Source: an optimization exercise on an open RTL-to-GDS flow (aim: small area). Production flows keep margins and buffers that such runs may drop. Only simulation tests tie the RTL to the original design; equivalence was not proved. No activity file was given, so power comes from the tool's default toggle rates.

==> run a: inputs <==
==> flow/design.v <==
module peripheral_gpio_apb4 #(
  PDATA_SIZE = 32,   
  PADDR_SIZE = 8
) (
  input                         PRESETn,
  input                         PCLK,
  input                         PSEL,
  input                         PENABLE,
  input      [PADDR_SIZE  -1:0] PADDR,
  input                         PWRITE,
  input      [PDATA_SIZE/8-1:0] PSTRB,
  input      [PDATA_SIZE  -1:0] PWDATA,
  output reg [PDATA_SIZE  -1:0] PRDATA,
  output                        PREADY,
  output                        PSLVERR,
  output reg irq_o,
  input      [PDATA_SIZE  -1:0] gpio_i,
  output reg [PDATA_SIZE  -1:0] gpio_o,
  output reg [PDATA_SIZE  -1:0] gpio_oe
);
  localparam W  = PDATA_SIZE;
  localparam NB = PDATA_SIZE / 8;
  assign PREADY  = 1'b1;
  assign PSLVERR = 1'b0;
  wire rst = ~PRESETn;
  wire wr  = PSEL & PENABLE & PWRITE;
  wire a_mode = (PADDR == 0);
  wire a_dir  = (PADDR == 1);
  wire a_out  = (PADDR == 2) | (PADDR == 3);
  wire a_type = (PADDR == 4);
  wire a_lvl0 = (PADDR == 5);
  wire a_lvl1 = (PADDR == 6);
  wire a_stat = (PADDR == 7);
  wire a_ena  = (PADDR == 8);
  reg  [W-1:0] rd_q;
  wire [W-1:0] rdat = rd_q & {W{PRESETn}};   
  reg          pw_mode, pw_dir, pw_out, pw_type, pw_lvl0, pw_lvl1, pw_ena;
  reg [NB-1:0] pw_strb;
  reg [W-1:0] mode_q, dir_q, out_q, type_q, lvl0_q, lvl1_q, ena_q;
  reg [W-1:0] stat_q;
  reg [W-1:0] s1, s2, in_q, dly1, dly2;
  wire [W-1:0] mode_d, dir_d, out_d, type_d, lvl0_d, lvl1_d, ena_d;
  genvar b;
  generate
    for (b = 0; b < NB; b = b + 1) begin : g_byte
      wire e_mode = rst | (pw_mode & pw_strb[b]);
      wire e_dir  = rst | (pw_dir  & pw_strb[b]);
      wire e_out  = rst | (pw_out  & pw_strb[b]);
      wire e_type = rst | (pw_type & pw_strb[b]);
      wire e_lvl0 = rst | (pw_lvl0 & pw_strb[b]);
      wire e_lvl1 = rst | (pw_lvl1 & pw_strb[b]);
      wire e_ena  = rst | (pw_ena  & pw_strb[b]);
      assign mode_d[b*8+:8] = e_mode ? rdat[b*8+:8] : mode_q[b*8+:8];
      assign dir_d [b*8+:8] = e_dir  ? rdat[b*8+:8] : dir_q [b*8+:8];
      assign out_d [b*8+:8] = e_out  ? rdat[b*8+:8] : out_q [b*8+:8];
      assign type_d[b*8+:8] = e_type ? rdat[b*8+:8] : type_q[b*8+:8];
      assign lvl0_d[b*8+:8] = e_lvl0 ? rdat[b*8+:8] : lvl0_q[b*8+:8];
      assign lvl1_d[b*8+:8] = e_lvl1 ? rdat[b*8+:8] : lvl1_q[b*8+:8];
      assign ena_d [b*8+:8] = e_ena  ? rdat[b*8+:8] : ena_q [b*8+:8];
    end
  endgenerate
  wire [W-1:0] clr;
  generate
    for (b = 0; b < NB; b = b + 1) begin : g_clr
      assign clr[b*8+:8] = PWDATA[b*8+:8] & {8{wr & a_stat & PSTRB[b]}};
    end
  endgenerate
  wire [W-1:0] lvl_val = (type_d & dly1) | (~type_d & in_q);
  wire [W-1:0] hit     = (lvl1_d & lvl_val) | (lvl0_d & ~lvl_val);
  wire [W-1:0] tr      = hit & (~type_d | (dly1 ^ dly2));
  wire [W-1:0] stat_d  = (stat_q & ~(clr | {W{rst}})) | tr;
  wire        wsel = wr;
  wire        rdok = ~wr;
  wire [W-1:0] rsel =
      ({W{rdok & (PADDR == 0)}} & mode_d) |
      ({W{rdok & (PADDR == 1)}} & dir_d) |
      ({W{rdok & (PADDR == 2)}} & out_d) |
      ({W{rdok & (PADDR == 3)}} & in_q) |
      ({W{rdok & (PADDR == 4)}} & type_d) |
      ({W{rdok & (PADDR == 5)}} & lvl0_d) |
      ({W{rdok & (PADDR == 6)}} & lvl1_d) |
      ({W{rdok & (PADDR == 7)}} & stat_q) |
      ({W{rdok & (PADDR == 8)}} & ena_d) |
      ({W{wsel}} & PWDATA);
  always @(posedge PCLK) begin
    rd_q    <= rsel;
    pw_mode <= wr & a_mode;
    pw_dir  <= wr & a_dir;
    pw_out  <= wr & a_out;
    pw_type <= wr & a_type;
    pw_lvl0 <= wr & a_lvl0;
    pw_lvl1 <= wr & a_lvl1;
    pw_ena  <= wr & a_ena;
    pw_strb <= PSTRB;
    mode_q <= mode_d;
    dir_q  <= dir_d;
    out_q  <= out_d;
    type_q <= type_d;
    lvl0_q <= lvl0_d;
    lvl1_q <= lvl1_d;
    ena_q  <= ena_d;
    stat_q <= stat_d;
    s1   <= gpio_i;
    s2   <= s1;
    in_q <= s2;
    dly1 <= in_q;
    dly2 <= dly1;
  end
  always @(*) begin
    PRDATA  = rd_q;
    gpio_o  = out_q & ~mode_q;
    gpio_oe = dir_q & ~(mode_q & out_q);
  end
  always @(posedge PCLK, negedge PRESETn) begin
    if (!PRESETn) irq_o <= 1'b0;
    else          irq_o <= |(ena_d & stat_q);
  end
endmodule
==> flow/flow/run.sh <==
#!/bin/bash
# The standard layout (standard.sh), with these changes to how it is made:
# - synthesis: the same script, but ABC maps the logic with flow/area.abc
#   (Yosys's own ABC script) instead of the flow's speed script;
# - port buffers are buf_1 cells instead of the cell buffer_ports picks;
# - the clock tree uses one buffer type, set clustering, and no dummy loads.
# Each tool's output is in the ORFS logs under orfs/logs; make's own output
# is in flow_make.log.
set -euo pipefail
W=$(pwd)
CTS_BUF=${CTS_BUF:-sky130_fd_sc_hd__clkbuf_8}
CTS_SIZE=${CTS_SIZE:-16}
CTS_DIAM=${CTS_DIAM:-80}

cat > "$W/area_synth.tcl" <<EOT
# ABC with another script; everything else as in synth_recipe.tcl
proc abc {args} {
  set i [lsearch -exact \$args -script]
  if { \$i >= 0 } { set args [lreplace \$args \$i [expr { \$i + 1 }]] }
  yosys abc -script $W/flow/area.abc {*}\$args
}
source $W/synth_recipe.tcl
EOT
sed "s#SYNTH_SCRIPT=[^ ]*#SYNTH_SCRIPT=$W/area_synth.tcl#" standard.sh > area_standard.sh
grep -q "SYNTH_SCRIPT=$W/area_synth.tcl" area_standard.sh

export BUFFER_PORTS_ARGS="-buffer_cell sky130_fd_sc_hd__buf_1"
export CTS_ARGS="-sink_clustering_enable -repair_clock_nets -sink_clustering_size $CTS_SIZE -sink_clustering_max_diameter $CTS_DIAM -buf_list $CTS_BUF -dont_use_dummy_load"
bash area_standard.sh finish > flow_make.log 2>&1
==> flow/flow/area.abc <==
strash
&get -n
&fraig -x
&put
scorr
dc2
dretime
strash
&get -n
&dch -f
&nf -R 1000
&put
==> flow/standard.sh <==
#!/bin/bash
# synth_recipe.tcl (not shown) runs the flow's synth.tcl, then flattens the netlist and writes it again
# the make line also repeats each setting of config.mk as NAME=value (left out here)
make -C /OpenROAD-flow-scripts/flow DESIGN_CONFIG=/design/flow/config.mk WORK_HOME=/design/flow/orfs CLKGATE_MAP_FILE= SYNTH_SCRIPT=/design/flow/synth_recipe.tcl "${@:-finish}"
==> flow/config.mk <==
export PLATFORM = sky130hd
export DESIGN_NAME = peripheral_gpio_apb4
export DESIGN_NICKNAME = peripheral_gpio_apb4
export VERILOG_FILES = /design/flow/design.v
export SDC_FILE = /design/flow/constraint.sdc
export NUM_CORES = 4
export LEC_CHECK = 0
export CAP_MARGIN = 10
export CORE_MARGIN = 2
export CORE_UTILIZATION = 60
export GPL_TIMING_DRIVEN = 0
export SLEW_MARGIN = 10
==> flow/constraint.sdc <==
create_clock -name core_clock -period 5.0 [get_ports {PCLK}]
set_input_delay 1.0000 -clock core_clock [delete_from_list [all_inputs] [get_ports {PCLK}]]
set_output_delay 1.0000 -clock core_clock [all_outputs]
set_load 0.01 [all_outputs]
==> inputs of run b, as changes to run a <==
==> flow/design.v (replaced) <==
module peripheral_gpio_apb4 #(
  PDATA_SIZE = 32,   
  PADDR_SIZE = 8
) (
  input                         PRESETn,
  input                         PCLK,
  input                         PSEL,
  input                         PENABLE,
  input      [PADDR_SIZE  -1:0] PADDR,
  input                         PWRITE,
  input      [PDATA_SIZE/8-1:0] PSTRB,
  input      [PDATA_SIZE  -1:0] PWDATA,
  output reg [PDATA_SIZE  -1:0] PRDATA,
  output                        PREADY,
  output                        PSLVERR,
  output reg irq_o,
  input      [PDATA_SIZE  -1:0] gpio_i,
  output reg [PDATA_SIZE  -1:0] gpio_o,
  output reg [PDATA_SIZE  -1:0] gpio_oe
);
  localparam W  = PDATA_SIZE;
  localparam NB = PDATA_SIZE / 8;
  assign PREADY  = 1'b1;
  assign PSLVERR = 1'b0;
  wire rst = ~PRESETn;
  wire wr  = PSEL & PENABLE & PWRITE;
  wire a_mode = (PADDR == 0);
  wire a_dir  = (PADDR == 1);
  wire a_out  = (PADDR == 2) | (PADDR == 3);
  wire a_type = (PADDR == 4);
  wire a_lvl0 = (PADDR == 5);
  wire a_lvl1 = (PADDR == 6);
  wire a_stat = (PADDR == 7);
  wire a_ena  = (PADDR == 8);
  wire [W-1:0] wdat = PWDATA & {W{PRESETn}};
  reg  [W-1:0] rd_q;
  wire [W-1:0] rdat = rd_q & {W{PRESETn}};
  reg          pw_mode, pw_dir, pw_out;
  reg [NB-1:0] pw_strb;
  reg [W-1:0] mode_q, dir_q, out_q;   
  reg [W-1:0] type_q, lvl0_q, lvl1_q, stat_q, ena_q;
  reg [W-1:0] s1, s2, in_q, dly1, dly2;
  wire [W-1:0] mode_d, dir_d, out_d, type_d, lvl0_d, lvl1_d, ena_d;
  genvar b;
  generate
    for (b = 0; b < NB; b = b + 1) begin : g_byte
      wire e_mode = rst | (pw_mode & pw_strb[b]);
      wire e_dir  = rst | (pw_dir  & pw_strb[b]);
      wire e_out  = rst | (pw_out  & pw_strb[b]);
      wire e_type = rst | (wr & a_type & PSTRB[b]);
      wire e_lvl0 = rst | (wr & a_lvl0 & PSTRB[b]);
      wire e_lvl1 = rst | (wr & a_lvl1 & PSTRB[b]);
      wire e_ena  = rst | (wr & a_ena  & PSTRB[b]);
      assign mode_d[b*8+:8] = e_mode ? rdat[b*8+:8] : mode_q[b*8+:8];
      assign dir_d [b*8+:8] = e_dir  ? rdat[b*8+:8] : dir_q [b*8+:8];
      assign out_d [b*8+:8] = e_out  ? rdat[b*8+:8] : out_q [b*8+:8];
      assign type_d[b*8+:8] = e_type ? wdat[b*8+:8] : type_q[b*8+:8];
      assign lvl0_d[b*8+:8] = e_lvl0 ? wdat[b*8+:8] : lvl0_q[b*8+:8];
      assign lvl1_d[b*8+:8] = e_lvl1 ? wdat[b*8+:8] : lvl1_q[b*8+:8];
      assign ena_d [b*8+:8] = e_ena  ? wdat[b*8+:8] : ena_q [b*8+:8];
    end
  endgenerate
  wire [W-1:0] clr;
  generate
    for (b = 0; b < NB; b = b + 1) begin : g_clr
      assign clr[b*8+:8] = PWDATA[b*8+:8] & {8{wr & a_stat & PSTRB[b]}};
    end
  endgenerate
  wire [W-1:0] lvl_val = (type_q & dly1) | (~type_q & in_q);
  wire [W-1:0] hit     = (lvl1_q & lvl_val) | (lvl0_q & ~lvl_val);
  wire [W-1:0] tr      = hit & (~type_q | (dly1 ^ dly2));
  wire [W-1:0] stat_d  = ((stat_q & ~clr) | tr) & {W{PRESETn}};
  reg [W-1:0] rsel;
  always @(*) begin
    case (PADDR)
      0:       rsel = mode_d;
      1:       rsel = dir_d;
      2:       rsel = out_d;
      3:       rsel = in_q;
      4:       rsel = type_q;
      5:       rsel = lvl0_q;
      6:       rsel = lvl1_q;
      7:       rsel = stat_q;
      8:       rsel = ena_q;
      default: rsel = {W{1'b0}};
    endcase
  end
  always @(posedge PCLK) begin
    rd_q    <= wr ? PWDATA : rsel;
    pw_mode <= wr & a_mode;
    pw_dir  <= wr & a_dir;
    pw_out  <= wr & a_out;
    pw_strb <= PSTRB;
    mode_q <= mode_d;
    dir_q  <= dir_d;
    out_q  <= out_d;
    type_q <= type_d;
    lvl0_q <= lvl0_d;
    lvl1_q <= lvl1_d;
    ena_q  <= ena_d;
    stat_q <= stat_d;
    s1   <= gpio_i;
    s2   <= s1;
    in_q <= s2;
    dly1 <= in_q;
    dly2 <= dly1;
  end
  always @(*) begin
    PRDATA  = rd_q;
    gpio_o  = out_q & ~mode_q;
    gpio_oe = dir_q & ~(mode_q & out_q);
  end
  always @(posedge PCLK, negedge PRESETn) begin
    if (!PRESETn) irq_o <= 1'b0;
    else          irq_o <= |(ena_q & stat_q);
  end
endmodule
==> flow/run.sh (new file) <==
#!/bin/bash
# synth_recipe.tcl (not shown) runs the flow's synth.tcl, then flattens the netlist and writes it again
# the make line also repeats each setting of config.mk as NAME=value (left out here)
make -C /OpenROAD-flow-scripts/flow DESIGN_CONFIG=/design/flow/config.mk WORK_HOME=/design/flow/orfs CLKGATE_MAP_FILE= SYNTH_SCRIPT=/design/flow/synth_recipe.tcl finish
Settings changed: ABC_AREA set to 1, CAP_MARGIN 10 to 20, CORE_UTILIZATION 60 to 40, CTS_BUF_LIST set to sky130_fd_sc_hd__clkbuf_4, GPL_TIMING_DRIVEN 0 to unset, SLEW_MARGIN 10 to 20.
removed: flow/flow/run.sh
removed: flow/flow/area.abc
removed: flow/standard.sh
==> inputs of run c, as changes to run a <==
--- a/flow/design.v
+++ b/flow/design.v
@@ -70,19 +70,21 @@
   wire [W-1:0] tr      = hit & (~type_d | (dly1 ^ dly2));
   wire [W-1:0] stat_d  = (stat_q & ~(clr | {W{rst}})) | tr;
-  wire        wsel = wr;
-  wire        rdok = ~wr;
-  wire [W-1:0] rsel =
-      ({W{rdok & (PADDR == 0)}} & mode_d) |
-      ({W{rdok & (PADDR == 1)}} & dir_d) |
-      ({W{rdok & (PADDR == 2)}} & out_d) |
-      ({W{rdok & (PADDR == 3)}} & in_q) |
-      ({W{rdok & (PADDR == 4)}} & type_d) |
-      ({W{rdok & (PADDR == 5)}} & lvl0_d) |
-      ({W{rdok & (PADDR == 6)}} & lvl1_d) |
-      ({W{rdok & (PADDR == 7)}} & stat_q) |
-      ({W{rdok & (PADDR == 8)}} & ena_d) |
-      ({W{wsel}} & PWDATA);
+  reg [W-1:0] rsel;
+  always @(*) begin
+    case (PADDR)
+      0:       rsel = mode_d;
+      1:       rsel = dir_d;
+      2:       rsel = out_d;
+      3:       rsel = in_q;
+      4:       rsel = type_d;
+      5:       rsel = lvl0_d;
+      6:       rsel = lvl1_d;
+      7:       rsel = stat_q;
+      8:       rsel = ena_d;
+      default: rsel = {W{1'b0}};
+    endcase
+  end
   always @(posedge PCLK) begin
-    rd_q    <= rsel;
+    rd_q    <= wr ? PWDATA : rsel;
     pw_mode <= wr & a_mode;
     pw_dir  <= wr & a_dir;
==> flow/flow/run.sh (replaced) <==
#!/bin/bash
set -euo pipefail
export BUFFER_PORTS_ARGS="-buffer_cell sky130_fd_sc_hd__buf_1"
export CTS_ARGS="-sink_clustering_enable -repair_clock_nets -buf_list sky130_fd_sc_hd__clkbuf_4 -dont_use_dummy_load"
bash standard.sh finish > flow_make.log 2>&1
Settings changed: CAP_MARGIN 10 to 20, CORE_UTILIZATION 60 to 40, GPL_TIMING_DRIVEN 0 to unset, SLEW_MARGIN 10 to 20.
removed: flow/flow/area.abc
==> inputs of run d, as changes to run a <==
--- a/flow/design.v
+++ b/flow/design.v
@@ -24,5 +24,5 @@
   assign PSLVERR = 1'b0;
   wire rst = ~PRESETn;
-  wire wr  = PSEL & PENABLE & PWRITE;
+  wire wr  = PSEL & PENABLE & PWRITE & PRESETn;   
   wire a_mode = (PADDR == 0);
   wire a_dir  = (PADDR == 1);
--- a/flow/flow/run.sh
+++ b/flow/flow/run.sh
@@ -9,7 +9,7 @@
 set -euo pipefail
 W=$(pwd)
-CTS_BUF=${CTS_BUF:-sky130_fd_sc_hd__clkbuf_8}
-CTS_SIZE=${CTS_SIZE:-16}
-CTS_DIAM=${CTS_DIAM:-80}
+CTS_BUF=${CTS_BUF:-sky130_fd_sc_hd__clkbuf_4}
+CTS_SIZE=${CTS_SIZE:-10}
+CTS_DIAM=${CTS_DIAM:-40}
 
 cat > "$W/area_synth.tcl" <<EOT
==> flow/flow/area.abc (replaced) <==
strash
&get -n
&fraig -x
&put
scorr
dc2
dretime
strash
&get -n
&dch -f
&nf -R 1000 -p -F 8 -A 4 -C 32
&put
Settings changed: CAP_MARGIN 10 to 20, CORE_UTILIZATION 60 to 65, GPL_TIMING_DRIVEN 0 to unset, SLEW_MARGIN 10 to 20.
==> notes.md <==
- Run c passed the timing, design-rule and antenna checks. Run d completed without violations. Run a ran to the end with no violations. Run b ran to the end with no violations.
- Against run c, the hold slack of run a is better by 0.18 ns.
- Between run d and run c, the lower sequential share of layout area is in run c (gap 10 points).
- Of run b and run c, run b has the higher core utilization (gap 4.6 points).
- Flip-flop and latch count is the same in run c and run d.
- The lowest total power belongs to run d, the highest to run b.
- Global-route usage, lowest first: run b, run c, run a, run d.
==> figures <==
| metric | run d | run a | run b | run c |
|---|---|---|---|---|
| Busiest metal layer after global routing | met2 | met2 | met1 | met2 |
| Detailed Route WL | 44500 um | 45800 um | 55400 um | 67200 um |
| Crit Path Max Fanout | 9 | 9 | 2 | 10 |
| Run status | finished clean | finished clean | finished clean | finished clean |
| Fraction of synthesized area in multiplexers | 0% | 0% | 0.111% | 9.67% |
| First-pass GRT wire length | 67800 um | 69400 um | 84100 um | 98800 um |
| Root buffer selected by CTS | sky130_fd_sc_hd__clkbuf_4 | sky130_fd_sc_hd__clkbuf_8 | sky130_fd_sc_hd__clkbuf_4 | sky130_fd_sc_hd__clkbuf_4 |
| Final-layout clock buffer total | 53 | 34 | 189 | 118 |
| Net count after synthesis | 1625 | 1688 | 2242 | 2090 |
| Smallest hold slack | 0.307 ns | 0.309 ns | 0.315 ns | 0.127 ns |
| Antenna diode count | 1 | 4 | 1 | 2 |
| Met2 usage in global routing | 55.8% | 54.0% | 32.6% | 42.3% |
| Total buffers and inverters traversed by the critical path | 0 | 4 | 1 | 0 |

-- afterwards: timing with drivers on the ports --
No port has a modelled driver above. Below, the same layouts with a new extraction and two added sets of constraints. Step 1: set_driving_cell puts a clkbuf_16 on PCLK and a buf_2 on each other input, an assumption about the parent block. Step 2 times the ports against the registers' clock, not the clock port: input delays grow and output delays shrink by t, the midpoint of the rising clock arrivals with the driver on. Three values: ideal, step 1, step 2; two values: the first two.
| run | shift t [ns] | setup WS [ns] | worst hold slack (ns) | clock arrival spread, ns | slew at the worst register clock pin (ns) |
|---|---|---|---|---|---|
| run a | 0.602 | 1.604 / 1.631 / 1.029 | 0.309 / 0.309 / 0.309 | 0.036 / 0.036 | 0.10 / 0.10 |
| run b | 0.859 | 1.800 / 1.754 / 1.422 | 0.315 / 0.315 / 0.315 | 0.041 / 0.041 | 0.07 / 0.07 |
| run c | 0.911 | 1.962 / 1.962 / 1.140 | 0.127 / 0.105 / 0.311 | 0.030 / 0.030 | 0.07 / 0.07 |
| run d | 0.744 | 1.872 / 1.872 / 1.167 | 0.307 / 0.307 / 0.307 | 0.067 / 0.067 | 0.11 / 0.11 |
After both steps setup and hold are still met in every run listed. For run c, which loses most, drivers alone change the setup slack by 0.000 ns; drivers and shift together by -0.822 ns.
